This design comes from an exercise in tuning for small area on the open sky130 flow, not from production work.
Function was checked by simulation only, so behaviour that the tests miss may differ from the original.
The clock input has no modelled driver; a real chip could not lean on it and would need a root buffer or a full tree.
Power is estimated from default activity; no workload was simulated.

==> flow/design.v <==
`timescale 1ns / 1ps
module TOP_MODULE(
    input CLK100MHZ,
    input rst,
    input SW,
    input BTNL, BTNR,
    output [7:0] AN,
    output CA,CB,CC,CD,CE,CF,CG, DP,
    output LED
    );
    assign DP = 1'b1;
    localparam [13:0] C_TAPS = 14'd8193, C_S0 = 14'd14560, C_S10001 = 14'd15472;
    localparam [13:0] B_TAPS = 14'd8193, B_S0 = 14'd2542, B_S5000 = 14'd15997;
    localparam [13:0] MASK = 14'd10922;
    reg [13:0] cnt_r, cnt1_r, cnt2_r;
    wire [13:0] cnt = cnt_r ^ MASK, cnt1 = cnt1_r ^ MASK, cnt2 = cnt2_r ^ MASK;
    wire tick    = ~cnt[0] & ~cnt[1] & cnt[2] & cnt[3] & ~cnt[5] & ~cnt[6] & cnt[8] & cnt[9] & ~cnt[11] & cnt[12] & ~cnt[13];    
    wire cnt1_one  = cnt1[0] & cnt1[2] & cnt1[3] & cnt1[4] & cnt1[6] & cnt1[7] & cnt1[8] & cnt1[9] & ~cnt1[10] & ~cnt1[11] & cnt1[12];    
    wire cnt1_top  = cnt1[0] & cnt1[1] & cnt1[2] & cnt1[3] & cnt1[5] & cnt1[6] & cnt1[8] & ~cnt1[9] & cnt1[10] & ~cnt1[11] & cnt1[12];    
    wire cnt2_one  = cnt2[0] & cnt2[2] & cnt2[3] & cnt2[4] & cnt2[6] & cnt2[7] & cnt2[8] & cnt2[9] & ~cnt2[10] & ~cnt2[11] & cnt2[12];    
    wire cnt2_top  = cnt2[0] & cnt2[1] & cnt2[2] & cnt2[3] & cnt2[5] & cnt2[6] & cnt2[8] & ~cnt2[9] & cnt2[10] & ~cnt2[11] & cnt2[12];    
    wire c1_ev = cnt1_one | cnt1_top;
    wire c2_ev = cnt2_one | cnt2_top;
    always_ff @(posedge CLK100MHZ) begin
        if (rst)       cnt_r <= C_S0 ^ MASK;
        else if (tick) cnt_r <= C_S10001 ^ MASK;
        else           cnt_r <= {cnt[12:0], ~^(cnt & C_TAPS)} ^ MASK;
        if (rst | ~BTNR)    cnt1_r <= B_S0 ^ MASK;
        else if (cnt1_top)  cnt1_r <= B_S5000 ^ MASK;
        else                cnt1_r <= {cnt1[12:0], ~^(cnt1 & B_TAPS)} ^ MASK;
        if (rst | ~BTNL)    cnt2_r <= B_S0 ^ MASK;
        else if (cnt2_top)  cnt2_r <= B_S5000 ^ MASK;
        else                cnt2_r <= {cnt2[12:0], ~^(cnt2 & B_TAPS)} ^ MASK;
    end
    reg [3:0] su, mu;
    reg [2:0] st, mt;
    reg [4:0] h;
    wire su9 = su[3] & su[0], mu9 = mu[3] & mu[0];
    wire s59 = st[2] & st[0] & su9;
    wire m59 = mt[2] & mt[0] & mu9;
    wire h23 = h[4] & h[2] & h[1] & h[0];
    wire s_inc = tick;
    wire m_inc = c1_ev | (tick & s59);
    wire h_inc = c2_ev | (tick & s59 & m59);
    function automatic [3:0] t10(input [3:0] x);
        t10 = {x[0] & (x[3] | (x[2] & x[1])), x[1] & x[0], x[0] & ~x[3], 1'b1};
    endfunction
    function automatic [2:0] t6(input [2:0] x);
        t6 = {x[0] & (x[2] | x[1]), x[0] & ~x[2], 1'b1};
    endfunction
    wire [3:0] su_t = t10(su), mu_t = t10(mu);
    wire [2:0] st_t = t6(st), mt_t = t6(mt);
    always_ff @(posedge CLK100MHZ) begin
        if (rst) begin
            st <= 3'd5; su <= 4'd0;
            mt <= 3'd1; mu <= 4'd2;
            h <= 5'd12;
        end else begin
            su <= su ^ ({4{s_inc}} & su_t);
            st <= st ^ ({3{s_inc & su9}} & st_t);
            mu <= mu ^ ({4{m_inc}} & mu_t);
            mt <= mt ^ ({3{m_inc & mu9}} & mt_t);
            if (h_inc) h <= h23 ? 5'd0 : h + 5'd1;
        end
    end
    wire gt12 = h[4] | (h[3] & h[2] & (h[1] | h[0]));
    wire pm = SW & gt12;
    assign LED = pm;
    wire [4:0] hd = pm ? h - 5'd12 : h;
    wire ht2 = hd[4] & hd[2];                                    
    wire ht1 = ~ht2 & (hd[4] | (hd[3] & (hd[2] | hd[1])));      
    wire [1:0] htd = {ht2, ht1};
    wire [4:0] hu5 = hd - (ht2 ? 5'd20 : ht1 ? 5'd10 : 5'd0);
    wire [3:0] hud = hu5[3:0];
    localparam [4:0] D_TAPS = 5'd18, D_RST = 5'd27, D_MASK = 5'b01010;
    reg [4:0] dc_r;
    reg [2:0] dig;
    wire [4:0] dc = dc_r ^ D_MASK;
    wire dc_end = ~dc[1] & ~dc[2] & ~dc[3];    
    wire [2:0] dig_nxt = dig + 3'd1;
    always_ff @(posedge CLK100MHZ) begin
        if (rst) begin
            dc_r <= D_RST ^ D_MASK; dig <= 3'd0;
        end else begin
            dc_r <= {dc[3:0], (~^(dc & D_TAPS)) ^ dc_end} ^ D_MASK;
            if (dc_end) dig <= dig_nxt;
        end
    end
    assign AN = ~(8'd1 << dig);
    reg [3:0] val;
    always_comb begin
        case (dig)
            3'd0: val = su;
            3'd1: val = {1'b0, st};
            3'd2: val = mu;
            3'd3: val = {1'b0, mt};
            3'd4: val = hud;
            3'd5: val = {2'b0, htd};
            default: val = 4'd15;
        endcase
    end
    localparam [111:0] SEGTAB = {7'b1111111, 7'b1110000, 7'b1110100, 7'b1011100,
                                 7'b0000110, 7'b0010010, 7'b0001100, 7'b0000000,
                                 7'b0001111, 7'b0100000, 7'b0100100, 7'b1001100,
                                 7'b0000110, 7'b0010010, 7'b1001111, 7'b0000001};
    wire [6:0] seg = SEGTAB[val*7 +: 7];
    assign {CA,CB,CC,CD,CE,CF,CG} = seg;
endmodule
Settings: LEC_CHECK=0, CAP_MARGIN=20, CORE_MARGIN=2, CORE_UTILIZATION=60, PLACE_DENSITY=0.75, SLEW_MARGIN=20; clock period 10.0 ns.
standard.sh (not shown) runs the stock make flow with config.mk's settings and CLKGATE_MAP_FILE= SYNTH_SCRIPT=/design/flow/synth_recipe.tcl, a recipe that flattens the netlist after the stock synthesis.
==> flow/flow/run.sh <==
#!/bin/bash
# Layout flow: the standard ORFS flow (standard.sh) with
#  - combinational logic mapped by ABC for area: abc runs once with each script
#    in flow/abc/ and the smallest mapping is kept; no separate half/full-adder
#    extraction. Registers are untouched, so they keep the standard synthesis's
#    names and cells;
#  - port buffers of the smallest buffer cell;
#  - clock tree synthesis without dummy loads, with clkbuf_4 buffers; those
#    whose estimated load slews come close to the limit are upsized (cts_fix.tcl).
set -euo pipefail
W=$PWD
cat > my_synth.tcl <<EOF
# The standard flow's synthesis script (appended below), with abc run once per script in
# flow/abc/ and the smallest mapping kept.
proc abc {args} {
  set i [lsearch -exact \$args -script]
  set lib [lindex \$::env(LIB_FILES) 0]
  yosys design -save pre_abc
  set best ""
  foreach s [lsort [glob $W/flow/abc/*.abc]] {
    yosys design -load pre_abc
    yosys abc {*}[lreplace \$args [expr {\$i+1}] [expr {\$i+1}] \$s]
    set st [yosys tee -q -s result.string stat -liberty \$lib]
    regexp {Chip area for module[^:]*: ([0-9.]+)} \$st -> area
    puts "abc script [file tail \$s]: area \$area"
    if {\$best eq "" || \$area < \$best} {
      set best \$area
      set best_s \$s
      yosys design -save best_abc
    }
  }
  yosys design -load best_abc
  puts "abc: kept [file tail \$best_s] (area \$best)"
}
EOF
cat synth_recipe.tcl >> my_synth.tcl
bash standard.sh SYNTH_SCRIPT=$W/my_synth.tcl ADDER_MAP_FILE= \
  BUFFER_PORTS_ARGS="-buffer_cell sky130_fd_sc_hd__buf_1" \
  CTS_ARGS="-sink_clustering_enable -repair_clock_nets -dont_use_dummy_load -buf_list sky130_fd_sc_hd__clkbuf_4 -sink_clustering_size 40 -sink_clustering_max_diameter 200" \
  POST_CTS_TCL=$W/flow/cts_fix.tcl \
  finish > standard.log 2>&1
==> flow/flow/cts_fix.tcl <==
set db [ord::get_db]
proc clk_buf_slew {inst} {
  set m 0
  foreach net [get_nets -of_objects [get_pins -of_objects $inst -filter "direction == output"]] {
    foreach p [get_pins -of_objects $net -filter "direction == input"] {
      set s [get_property $p slew_max]
      if {$s > $m} { set m $s }
    }
  }
  return $m
}
estimate_parasitics -placement
set changed 0
foreach inst [get_cells clkbuf*] {
  set ref [get_property $inst ref_name]
  set s [clk_buf_slew $inst]
  puts "cts_fix: [get_property $inst name] $ref load slew [format %.1f [expr {$s * 1000}]] ps"
  set root [string match "clkbuf_0_*" [get_property $inst name]]
  if {$root && $ref eq "sky130_fd_sc_hd__clkbuf_4"} {
    [[ord::get_db_block] findInst [get_property $inst name]] swapMaster [$db findMaster sky130_fd_sc_hd__clkbuf_2]
    puts "cts_fix: [get_property $inst name] -> sky130_fd_sc_hd__clkbuf_2"
    incr changed
  }
  if {!$root && $s > 0.115 && $ref eq "sky130_fd_sc_hd__clkbuf_4"} {
    [[ord::get_db_block] findInst [get_property $inst name]] swapMaster [$db findMaster sky130_fd_sc_hd__clkbuf_8]
    puts "cts_fix: [get_property $inst name] -> sky130_fd_sc_hd__clkbuf_8"
    incr changed
  }
}
if {$changed} {
  detailed_placement
  check_placement -verbose
  estimate_parasitics -placement
  foreach inst [get_cells clkbuf*] {
    puts "cts_fix: after: [get_property $inst name] [get_property $inst ref_name] load slew [format %.1f [expr {[clk_buf_slew $inst] * 1000}]] ps"
  }
}
Other scripts of this flow, unchanged in this note and not shown: flow/flow/abc/c7.abc, flow/flow/abc/d2.abc, flow/flow/abc/d6.abc, flow/flow/abc/e2.abc, flow/flow/abc/f2.abc, flow/flow/abc/g1.abc, flow/flow/abc/g3.abc, flow/flow/abc/g5.abc, flow/flow/abc/g6.abc
Change:
--- a/flow/flow/run.sh
+++ b/flow/flow/run.sh
@@ -38,4 +38,4 @@
   BUFFER_PORTS_ARGS="-buffer_cell sky130_fd_sc_hd__buf_1" \
   CTS_ARGS="-sink_clustering_enable -repair_clock_nets -dont_use_dummy_load -buf_list sky130_fd_sc_hd__clkbuf_4 -sink_clustering_size 40 -sink_clustering_max_diameter 200" \
-  POST_CTS_TCL=$W/flow/cts_fix.tcl \
+  POST_CTS_TCL=$W/flow/merge4.tcl \
   finish > standard.log 2>&1
==> flow/flow/merge4.tcl (new file) <==
# Rebuild the clock tree as four buffers fed straight from the clock port:
# CTS's eight leaf buffers are merged in sibling pairs (clkbuf_3_{2k} and
# clkbuf_3_{2k+1}), the merged buffer is placed at the middle of its pair and
# made a clkbuf_8, and the root buffer is removed.
set db [ord::get_db]
set block [ord::get_db_block]
set clk_net [$block findNet CLK100MHZ]
proc out_net {inst} { foreach it [$inst getITerms] { if {[$it isOutputSignal]} { return [$it getNet] } } }
proc in_iterm {inst} { foreach it [$inst getITerms] { if {[$it isInputSignal]} { return $it } } }
set root ""
foreach it [$clk_net getITerms] {
  if {[string match "clkbuf_0_*" [[$it getInst] getName]]} { set root [$it getInst] }
}
if {$root eq ""} { error "merge4: no root buffer" }
set root_net [out_net $root]
set leaves {}
foreach it [$root_net getITerms] { if {[$it getInst] != $root} { lappend leaves [$it getInst] } }
if {[llength $leaves] != 8} { error "merge4: expected 8 leaf buffers, found [llength $leaves]" }
set leaves [lsort -command {apply {{a b} {string compare [$a getName] [$b getName]}}} $leaves]
foreach {a b} $leaves {
  set na [out_net $a]; set nb [out_net $b]
  foreach it [$nb getITerms] {
    if {[$it getInst] == $b} continue
    $it disconnect
    $it connect $na
  }
  set la [$a getLocation]; set lb [$b getLocation]
  odb::dbInst_destroy $b
  odb::dbNet_destroy $nb
  $a swapMaster [$db findMaster sky130_fd_sc_hd__clkbuf_8]
  $a setLocation [expr {([lindex $la 0] + [lindex $lb 0]) / 2}] [expr {([lindex $la 1] + [lindex $lb 1]) / 2}]
  set ia [in_iterm $a]
  $ia disconnect
  $ia connect $clk_net
  puts "merge4: [$a getName] drives [llength [$na getITerms]] pins"
}
odb::dbInst_destroy $root
odb::dbNet_destroy $root_net
detailed_placement
check_placement -verbose
estimate_parasitics -placement
Effect:
- wire length decreases by 1.1%
- area after synthesis is unchanged
- worst hold slack got worse by 14 ps
- via count decreases by 2.8%
- non-clock buffer count stays the same
Change:
--- a/flow/flow/run.sh
+++ b/flow/flow/run.sh
@@ -38,4 +38,4 @@
   BUFFER_PORTS_ARGS="-buffer_cell sky130_fd_sc_hd__buf_1" \
   CTS_ARGS="-sink_clustering_enable -repair_clock_nets -dont_use_dummy_load -buf_list sky130_fd_sc_hd__clkbuf_4 -sink_clustering_size 40 -sink_clustering_max_diameter 200" \
-  POST_CTS_TCL=$W/flow/merge4.tcl \
+  POST_CTS_TCL=$W/flow/cts_fix.tcl \
   finish > standard.log 2>&1
--- a/flow/flow/cts_fix.tcl
+++ b/flow/flow/cts_fix.tcl
@@ -17,10 +17,5 @@
   puts "cts_fix: [get_property $inst name] $ref load slew [format %.1f [expr {$s * 1000}]] ps"
   set root [string match "clkbuf_0_*" [get_property $inst name]]
-  if {$root && $ref eq "sky130_fd_sc_hd__clkbuf_4"} {
-    [[ord::get_db_block] findInst [get_property $inst name]] swapMaster [$db findMaster sky130_fd_sc_hd__clkbuf_2]
-    puts "cts_fix: [get_property $inst name] -> sky130_fd_sc_hd__clkbuf_2"
-    incr changed
-  }
-  if {!$root && $s > 0.115 && $ref eq "sky130_fd_sc_hd__clkbuf_4"} {
+  if {!$root && $s > 0.105 && $ref eq "sky130_fd_sc_hd__clkbuf_4"} {
     [[ord::get_db_block] findInst [get_property $inst name]] swapMaster [$db findMaster sky130_fd_sc_hd__clkbuf_8]
     puts "cts_fix: [get_property $inst name] -> sky130_fd_sc_hd__clkbuf_8"
removed: flow/flow/merge4.tcl
After rerunning:
- The new run ran to the end with no violations
- clock-buffer cell count increases by 5
- cell count rises by 1.4%
- clock power is higher by 26%
- core utilization rose by 0.62 points
- area after synthesis stays the same
- die area is unchanged
- via count climbs by 2.0%
- synthesized cell count is unchanged
Change:
--- a/flow/flow/run.sh
+++ b/flow/flow/run.sh
@@ -6,6 +6,5 @@
 #    names and cells;
 #  - port buffers of the smallest buffer cell;
-#  - clock tree synthesis without dummy loads, with clkbuf_4 buffers; those
-#    whose estimated load slews come close to the limit are upsized (cts_fix.tcl).
+#  - clock tree synthesis without dummy loads, with clkbuf_4 buffers.
 set -euo pipefail
 W=$PWD
@@ -38,4 +37,3 @@
   BUFFER_PORTS_ARGS="-buffer_cell sky130_fd_sc_hd__buf_1" \
   CTS_ARGS="-sink_clustering_enable -repair_clock_nets -dont_use_dummy_load -buf_list sky130_fd_sc_hd__clkbuf_4 -sink_clustering_size 40 -sink_clustering_max_diameter 200" \
-  POST_CTS_TCL=$W/flow/cts_fix.tcl \
   finish > standard.log 2>&1
removed: flow/flow/cts_fix.tcl
What happened: Total power came out lower by 2.3%; cell count stays the same; setup slack stays flat; synthesized area is unchanged; global-route usage hardly moves; via count came out higher by 1.0%; combinational power stays flat; clock skew came out higher by 30 ps; sequential share of layout area came out higher by 0.23 points.
Change:
--- a/flow/flow/run.sh
+++ b/flow/flow/run.sh
@@ -6,5 +6,6 @@
 #    names and cells;
 #  - port buffers of the smallest buffer cell;
-#  - clock tree synthesis without dummy loads, with clkbuf_4 buffers.
+#  - clock tree synthesis without dummy loads, with clkbuf_4 buffers; those
+#    whose estimated load slews come close to the limit are upsized (cts_fix.tcl).
 set -euo pipefail
 W=$PWD
@@ -37,3 +38,4 @@
   BUFFER_PORTS_ARGS="-buffer_cell sky130_fd_sc_hd__buf_1" \
   CTS_ARGS="-sink_clustering_enable -repair_clock_nets -dont_use_dummy_load -buf_list sky130_fd_sc_hd__clkbuf_4 -sink_clustering_size 40 -sink_clustering_max_diameter 200" \
+  POST_CTS_TCL=$W/flow/cts_fix.tcl \
   finish > standard.log 2>&1
==> flow/flow/cts_fix.tcl (new file) <==
set db [ord::get_db]
proc clk_buf_slew {inst} {
  set m 0
  foreach net [get_nets -of_objects [get_pins -of_objects $inst -filter "direction == output"]] {
    foreach p [get_pins -of_objects $net -filter "direction == input"] {
      set s [get_property $p slew_max]
      if {$s > $m} { set m $s }
    }
  }
  return $m
}
estimate_parasitics -placement
set changed 0
foreach inst [get_cells clkbuf*] {
  set ref [get_property $inst ref_name]
  set s [clk_buf_slew $inst]
  puts "cts_fix: [get_property $inst name] $ref load slew [format %.1f [expr {$s * 1000}]] ps"
  set root [string match "clkbuf_0_*" [get_property $inst name]]
  if {!$root && $s > 0.105 && $ref eq "sky130_fd_sc_hd__clkbuf_4"} {
    [[ord::get_db_block] findInst [get_property $inst name]] swapMaster [$db findMaster sky130_fd_sc_hd__clkbuf_8]
    puts "cts_fix: [get_property $inst name] -> sky130_fd_sc_hd__clkbuf_8"
    incr changed
  }
}
if {$changed} {
  detailed_placement
  check_placement -verbose
  estimate_parasitics -placement
  foreach inst [get_cells clkbuf*] {
    puts "cts_fix: after: [get_property $inst name] [get_property $inst ref_name] load slew [format %.1f [expr {[clk_buf_slew $inst] * 1000}]] ps"
  }
}
--- a/flow/config.mk
+++ b/flow/config.mk
@@ -6,7 +6,7 @@
 export NUM_CORES = 4
 export LEC_CHECK = 0
-export CAP_MARGIN = 20
+export CAP_MARGIN = 5
 export CORE_MARGIN = 2
 export CORE_UTILIZATION = 60
 export PLACE_DENSITY = 0.75
-export SLEW_MARGIN = 20
+export SLEW_MARGIN = 5
What happened: The changed run finished with timing, DRC and antenna clean. Die area stays the same. Non-clock buffer count does not change. Global-route usage stays flat. Cell area grows by 0.46%. Sequential power hardly moves. Total power went up by about 2.4%. Worst setup slack stays flat. Routed wire length rose by 0.62%. Flip-flop and latch count is unchanged. Area after synthesis stays the same.
Change:
--- a/flow/flow/cts_fix.tcl
+++ b/flow/flow/cts_fix.tcl
@@ -16,6 +16,6 @@
   set s [clk_buf_slew $inst]
   puts "cts_fix: [get_property $inst name] $ref load slew [format %.1f [expr {$s * 1000}]] ps"
-  set root [string match "clkbuf_0_*" [get_property $inst name]]
-  if {!$root && $s > 0.105 && $ref eq "sky130_fd_sc_hd__clkbuf_4"} {
+  set limit [expr {[string match "clkbuf_0_*" [get_property $inst name]] ? 0.150 : 0.105}]
+  if {$s > $limit && $ref eq "sky130_fd_sc_hd__clkbuf_4"} {
     [[ord::get_db_block] findInst [get_property $inst name]] swapMaster [$db findMaster sky130_fd_sc_hd__clkbuf_8]
     puts "cts_fix: [get_property $inst name] -> sky130_fd_sc_hd__clkbuf_8"
--- a/flow/config.mk
+++ b/flow/config.mk
@@ -6,7 +6,7 @@
 export NUM_CORES = 4
 export LEC_CHECK = 0
-export CAP_MARGIN = 5
+export CAP_MARGIN = 20
 export CORE_MARGIN = 2
 export CORE_UTILIZATION = 60
 export PLACE_DENSITY = 0.75
-export SLEW_MARGIN = 5
+export SLEW_MARGIN = 20
Effect:
- The new run produced a clean layout
- global-route usage stays the same
- power rises slightly
- via count barely changes
- wire length falls slightly
- hold slack stays flat
- setup slack is worse by 7.7 ps
- utilization rises by 0.16 points

==> afterwards: timing with drivers on the ports <==
The results above use ideal ports. As a check the final layouts listed here were re-extracted and re-timed, cells and wires unchanged. Step 1, drivers: a clkbuf_16 drives CLK100MHZ and a buf_2 each remaining input, both assumed. Step 2 moves the port delays by t, midway between the first and last clock arrival at a register: inputs arrive t later, outputs are due t later. That takes back most of the time a late clock gives input paths. a / b / c = ideal ports / drivers / drivers and shift; a / b = the first two.
run | shift t [ns] | setup WS [ns] | worst setup path after step 2
the first run | 0.472 | 3.796 / 3.774 / 3.774 | input to output
the second run | 0.208 | 3.794 / 3.772 / 3.772 | input to output
the third run | 0.411 | 3.796 / 3.774 / 3.774 | input to output
the fourth run | 0.412 | 3.796 / 3.774 / 3.774 | input to output
the fifth run | 0.411 | 3.796 / 3.774 / 3.774 | input to output
the sixth run | 0.349 | 3.789 / 3.767 / 3.767 | input to output
After both steps every run listed still meets setup and hold.
